This design comes from an exercise in tuning for small area on the open sky130 flow, not from production work. Only simulation tests tie the RTL to the original design; equivalence was not proved. No activity file was given, so power comes from the tool's default toggle rates.

[constraint.sdc]
create_clock -name core_clock -period 8.0 [get_ports {clk}]
set_input_delay 1.6000 -clock core_clock [delete_from_list [all_inputs] [get_ports {clk}]]
set_output_delay 1.6000 -clock core_clock [all_outputs]
set_load 0.01 [all_outputs]
[design.v]
`timescale 1ns / 1ps
module divFreq(clk, rst, clk_out, tick);
input clk;
input rst;
output reg clk_out;
output tick;
parameter freq = 100000000;
parameter freq_out = 30;
localparam max_count = freq/(2*freq_out);
reg [$clog2(max_count+1)-1:0] count;
assign tick = (count == max_count) && !clk_out;
always @(posedge clk) begin
	if (rst) begin
		count <= 0;
		clk_out <= 1'b0;
	end else if (count == max_count) begin
		clk_out <= ~clk_out;
		count <= 0;
	end else
		count <= count + 1'b1;
end
endmodule
`timescale 1ns / 1ps
module rom_module(clk, rst, data, enable, sel, selec);
input clk;
input rst;
input [1:0] sel;
input selec;
output [8:0] data;
output enable;
wire tick;
divFreq #(.freq(240), .freq_out(30)) d1(clk, rst, enable, tick);
reg started;
always @(posedge clk)
	if (rst) started <= 1'b0;
	else if (tick) started <= 1'b1;
reg [5:0] aA, aB;
reg [4:0] cA, cB;
wire zA = (cA == 5'd0);
wire zB = (cB == 5'd0);
always @(posedge clk) begin
	if (rst) begin
		aA <= 6'd63; cA <= 5'd0;
	end else if (tick) begin
		if (zA && aA == 6'd45) aA <= 6'd63;
		else if (cA == 5'd18) begin aA <= aA - 6'd17; cA <= 5'd0; end
		else begin aA <= aA + 1'b1; cA <= cA + 1'b1; end
	end
end
always @(posedge clk) begin
	if (rst) begin
		aB <= 6'd63; cB <= 5'd0;
	end else if (tick) begin
		if (zB && aB == 6'd39) aB <= 6'd63;
		else if (cB == 5'd18) begin aB <= aB - 6'd17; cB <= 5'd0; end
		else begin aB <= aB + 1'b1; cB <= cB + 1'b1; end
	end
end
reg [4:0] f1, f2, f3;
always @(posedge clk) begin
	if (rst) begin
		f1 <= 5'd0; f2 <= 5'd0; f3 <= 5'd0;
	end else if (tick) begin
		f1 <= (f1 == 5'd20) ? 5'd0 : f1 + 1'b1;
		f2 <= (f2 == 5'd18) ? 5'd0 : f2 + 1'b1;
		f3 <= (f3 == 5'd16) ? 5'd0 : f3 + 1'b1;
	end
end
wire nB = (sel == 2'b01);
wire [5:0] ma = nB ? aB : aA;
wire mz = nB ? zB : zA;
reg [8:0] mq;
always @* begin
	case (ma)
		6'd0: mq = 9'h038;
		6'd1: mq = 9'h00E;
		6'd2: mq = 9'h001;
		6'd11: mq = 9'h150;  
		6'd12: mq = 9'h172;  
		6'd13: mq = 9'h169;  
		6'd14: mq = 9'h16D;  
		6'd15: mq = 9'h165;  
		6'd16: mq = 9'h172;  
		6'd17: mq = 9'h16F;  
		6'd19: mq = 9'h153;  
		6'd20: mq = 9'h165;  
		6'd21: mq = 9'h167;  
		6'd22: mq = 9'h175;  
		6'd23: mq = 9'h16E;  
		6'd24: mq = 9'h164;  
		6'd25: mq = 9'h16F;  
		6'd27: mq = 9'h154;  
		6'd28: mq = 9'h165;  
		6'd29: mq = 9'h172;  
		6'd30: mq = 9'h163;  
		6'd31: mq = 9'h165;  
		6'd32: mq = 9'h172;  
		6'd33: mq = 9'h16F;  
		6'd35, 6'd36, 6'd37, 6'd38: mq = 9'h123;  
		6'd39: mq = nB ? 9'h123 : 9'h120;
		6'd47: mq = nB ? 9'h120 : 9'h000;
		6'd3, 6'd4, 6'd5, 6'd6, 6'd7, 6'd8, 6'd9, 6'd10, 6'd18, 6'd26, 6'd34,
		6'd40, 6'd41, 6'd42, 6'd43, 6'd44, 6'd45, 6'd46: mq = 9'h120;
		default: mq = 9'h000;
	endcase
end
wire [8:0] mword = mz ? ((ma == 6'd63) ? 9'h120 : 9'h001) : mq;
wire [4:0] fc = (sel == 2'b00) ? f1 : (sel == 2'b01) ? f2 : f3;
reg [8:0] fq;
always @* begin
	case (fc)
		5'd0: fq = 9'h001;
		5'd1: fq = 9'h038;
		5'd2: fq = 9'h00E;
		5'd3: fq = 9'h001;
		5'd4: fq = 9'h141;  
		5'd5: fq = 9'h172;  
		5'd6: fq = 9'h172;  
		5'd7: fq = 9'h169;  
		5'd8: fq = 9'h162;  
		5'd9: fq = 9'h161;  
		5'd10: fq = 9'h120;
		5'd11: fq = 9'h0C0;
		5'd12: fq = 9'h141;  
		5'd13: fq = 9'h162;  
		5'd14: fq = 9'h161;  
		5'd15: fq = 9'h16A;  
		5'd16: fq = 9'h16F;  
		5'd17: fq = 9'h120;
		5'd18, 5'd19, 5'd20: fq = 9'h123;  
		default: fq = 9'h000;
	endcase
end
assign data = started ? (selec ? fq : mword) : 9'h000;
endmodule
[config.mk]
export PLATFORM = sky130hd
export DESIGN_NAME = rom_module
export DESIGN_NICKNAME = rom_module
export VERILOG_FILES = /design/flow/design.v
export SDC_FILE = /design/flow/constraint.sdc
export NUM_CORES = 4
export LEC_CHECK = 0
export ABC_AREA = 1
export CAP_MARGIN = 20
export CORE_MARGIN = 2
export CORE_UTILIZATION = 40
export SLEW_MARGIN = 20
[run.sh]
#!/bin/bash
# synth_recipe.tcl (not shown) runs the flow's synth.tcl, then flattens the netlist and writes it again
# the make line also repeats each setting of config.mk as NAME=value (left out here)
make -C /OpenROAD-flow-scripts/flow DESIGN_CONFIG=/design/flow/config.mk WORK_HOME=/design/flow/orfs CLKGATE_MAP_FILE= SYNTH_SCRIPT=/design/flow/synth_recipe.tcl finish
==> impl_metrics.ini <==
[outcome]
status = complete, no violations

[global_routing]
grt-ovfl-total = 0
grt_pass1_wl_um = 14430
grt.total_usage_pct = 17.83
grt_pass1_vias = 3181
antenna_found_initial = 0
grt_max_degree = 24

[worst_setup_path]
path_max_fanout = 19
critPathTopFamily = buffers and inverters
worst_path_largest_cell_delay_ns = 0.79
cp.depth = 15
cp.arrival_ns = 4.54
worst-path-buf-inv = 4
crit_chain = clkdlybuf4s50_1 > nand2_4 > o221ai_2 > inv_1 > ha_1 > inv_1 > nor2_1 > nor2_1 > o21ai_0 > o211ai_1 > nand2_1 > nand2_1 > nand2_1 > nor2_1 > clkdlybuf4s50_1
critPathSlowestCell = clkdlybuf4s50_1
crit_required_ns = 6.40
ff2ff_path_depth = 11
endpoint_kind = primary output
start_kind = input port
worstSetupPathType = input port to primary output

[clocking]
clk_latency_ns = 0.30
clk_path_buf_depth = 2
postCtsHoldBufs = 0
cts_sinks = 42
ctsHtreeMaxLevel = 2
cts.repair.resized = 0
post_cts_buffers = 0
clkTransAtPathRegs_ns = 0.08
root_buffer = clkbuf_8
cts_buffers = 5
cts_tree = yes

[yosys]
synthAdderAreaFrac_pct = 10.10
synth.net_count = 576
async_flop_share_pct = 0
synth_common_cells = nand2_1, inv_1, nor2_1
synth_top_family_by_area = simple AND/OR/NAND/NOR gates
synth_compound_area_share_pct = 14.62
syn_inst = 544
yosys_warnings = 2
synth_ff_type = dfxtp_1
synth_top_area_share_pct = 24.08
yosys.area.top_type = dfxtp_1
synth_area_um2 = 3492
synth_seq_cells = 42
synth-xor-area-share_pct = 2.759
synthSimpleGateAreaFrac_pct = 38.19
ys_seq_area_share_pct = 24.08
synth_edf_count = 0
synth.area.mux_share_pct = 0.2866
yosysMostFrequentCell = nand2_1
netlist_top_cells_area = dfxtp_1, nand2_1, ha_1
syn_area_per_cell_um2 = 6.419
synth_cell_type_count = 41

[route]
ant_nets = 0
drt_wl_total_um = 8327
drt-met1-wl_um = 4297
met3_length_um = 236
wl_per_cell_um = 12.56
drt-initial-drc-count = 157
route.detailed.drc = 0
via_per_inst = 5.116
top_layer = met4
dr_wl_met2_um = 3684
drtPass1Iterations = 5
vias = 3392

[place]
dp_hpwl_um = 6535
gp_congestion = 0.9015
place_ws_ns = 1.881
port-buffer-count = 14

[layout]
fin_nets = 586
nFillCells = 940
area_growth_pct = 8.742
drive_gt1_share_pct = 10.27
antenna_cells = 0

[timing]
grt_setup_unrepaired = no
finalSetupTns_ns = 0
finalClockSkew_ns = 0.009032
fin_ws_ns = 1.857
worst_slew_pin_slew_ns = 0.7712
setup_viol = 0
period_minus_slack_ns = 6.143
final_hold_viol_count = 0
finalMaxSlewViolations = 0
slew_headroom_pct = 47.92
fin_crit_sh_pct = 76.79
fmax_mhz = 162.8

[die]
die-area_um2 = 9494
start_util_pct = 40.64
die_w_um = 97.44
core_um2 = 8593
fp.dieH_um = 97.44
rows = 34
design.portCount = 15

[power_and_ir_drop]
powerDensity_nw_per_um2 = 128.2
ir_worst_vdd_uv = 97.58
p_leak_nw = 1.792

[flow_run]
drv_cap = 0

[worst_hold_path]
min_path_type = register to register
holdPathStages = 1
layout make-up:
| cell class | instances | area, um2 | area share, % |
|---|---|---|---|
| Clock buffer | 5 | 68.82 | 1.812 |
| Clock inverter | 3 | 23.77 | 0.6260 |
| Inverter | 74 | 277.8 | 7.315 |
| Multi-Input combinational cell | 416 | 2303 | 60.66 |
| Sequential cell | 42 | 840.8 | 22.14 |
| Tap cell | 108 | 135.1 | 3.558 |
| Timing Repair Buffer | 15 | 147.6 | 3.888 |
metal layers:
metal | track usage [%] | vias to the layer above
met4 | 4.487 | 0
met5 | 0 | -
li1 | - | 1785
met3 | 2.158 | 10
met1 | 24.91 | 1534
met2 | 29.28 | 63
registers in the layout, indices dropped and copies added, names as in the netlist:
register	count
d1.clk_out	1
aA	6
f1	5
f3	5
aB	6
started	1
f2	5
d1.count	3
cB	5
cA	5
where the power goes:
| part | switching [mW] | internal [mW] |
|---|---|---|
| Clock | 0.0833 | 0.0625 |
| Sequential | 0.00925 | 0.217 |
| Combinational | 0.0749 | 0.0399 |
worst register-to-register path: cells and delay by family (launching register included):
family | cells | cell delay, ns
adder cells (fa/ha/maj) | 1 | 0.13
AND/OR/NAND/NOR | 3 | 0.61
AO/OA/AOI/OAI | 3 | 0.67
flip-flops | 1 | 0.33
buffers and inverters | 4 | 0.94
worst paths after layout:
check,startpoint,endpoint,slack [ns]
hold reg to reg,d1.count[0],d1.count[0],0.45
hold / removal,d1.count[0],d1.count[0],0.45
setup reg to reg,d1.count[0],cB[3],5.23
setup / recovery,sel[0],data[1],1.86
placed cells by master, fill, tap and decap left out, types with 2 or more instances in the layout:
| cell | count |
|---|---|
| nor2_2 | 10 |
| nor3_1 | 15 |
| nor2_1 | 61 |
| xor2_1 | 9 |
| xnor2_1 | 2 |
| o21ai_1 | 7 |
| nand2_2 | 18 |
| inv_2 | 7 |
| clkinvlp_4 | 2 |
| clkbuf_8 | 5 |
| o211ai_1 | 4 |
| nand3_2 | 3 |
| a21oi_1 | 28 |
| fa_1 | 2 |
| inv_1 | 67 |
| nand3_1 | 36 |
| o21ai_0 | 28 |
| o21a_1 | 3 |
| a211oi_1 | 4 |
| nor3b_1 | 6 |
| clkdlybuf4s50_1 | 14 |
| nor4_1 | 4 |
| nand4_1 | 9 |
| o41ai_1 | 2 |
| o22ai_1 | 5 |
| ha_1 | 25 |
| a21oi_2 | 3 |
| dfxtp_1 | 42 |
| nand2_1 | 122 |
| nand2_4 | 2 |
per-stage QoR:
stage | area [um2] | hold WS [ns] | utilization [%] | std cells | power, mW
3_3_place_gp | 3705 | 0.4313 | 43.11 | 655 | 0.3433
6_report | 3797 | 0.4546 | 44.19 | 663 | 0.4869
5_1_grt | 3797 | 0.4827 | 44.19 | 663 | 0.5211
2_1_floorplan | 3492 | 0.4173 | - | 544 | 0.3191
3_5_place_dp | 3705 | 0.4462 | 43.11 | 655 | 0.3455
4_1_cts | 3797 | 0.4600 | 44.19 | 663 | 0.4949
cells by family after synthesis:
logic type,after synthesis
and+or+nand+nor,289
AOI/OAI and AO/OA,88
buffers and inverters,86
DFF,42
adders and majority gates,27
xor gates and xnor gates,11
muxes,1

[afterwards: timing with drivers on the ports]
No port has a modelled driver above. Below, the same layout with a new extraction and two added sets of constraints. Step 1 assumes that a clkbuf_16 drives the clock port and a buf_2 every other input. Step 2 adds t to the input delays and takes it off the output delays; t is the mean of the earliest and latest rising clock arrival at the registers after step 1. Input paths then give back, and output paths get back, about the clock's delay inside the block. a / b / c = ideal ports / drivers / drivers and shift; a / b = the first two.
shift t [ns]: 0.323
setup WS [ns]: 1.857 / 1.803 / 1.803
hold WS [ns]: 0.455 / 0.455 / 0.455
worst setup path at the end: input to output
slew at the worst register clock pin (ns): 0.09 / 0.09
After both steps setup and hold are still met in this run. The setup slack of this run moves by -0.054 ns with the drivers and by -0.054 ns with both steps.
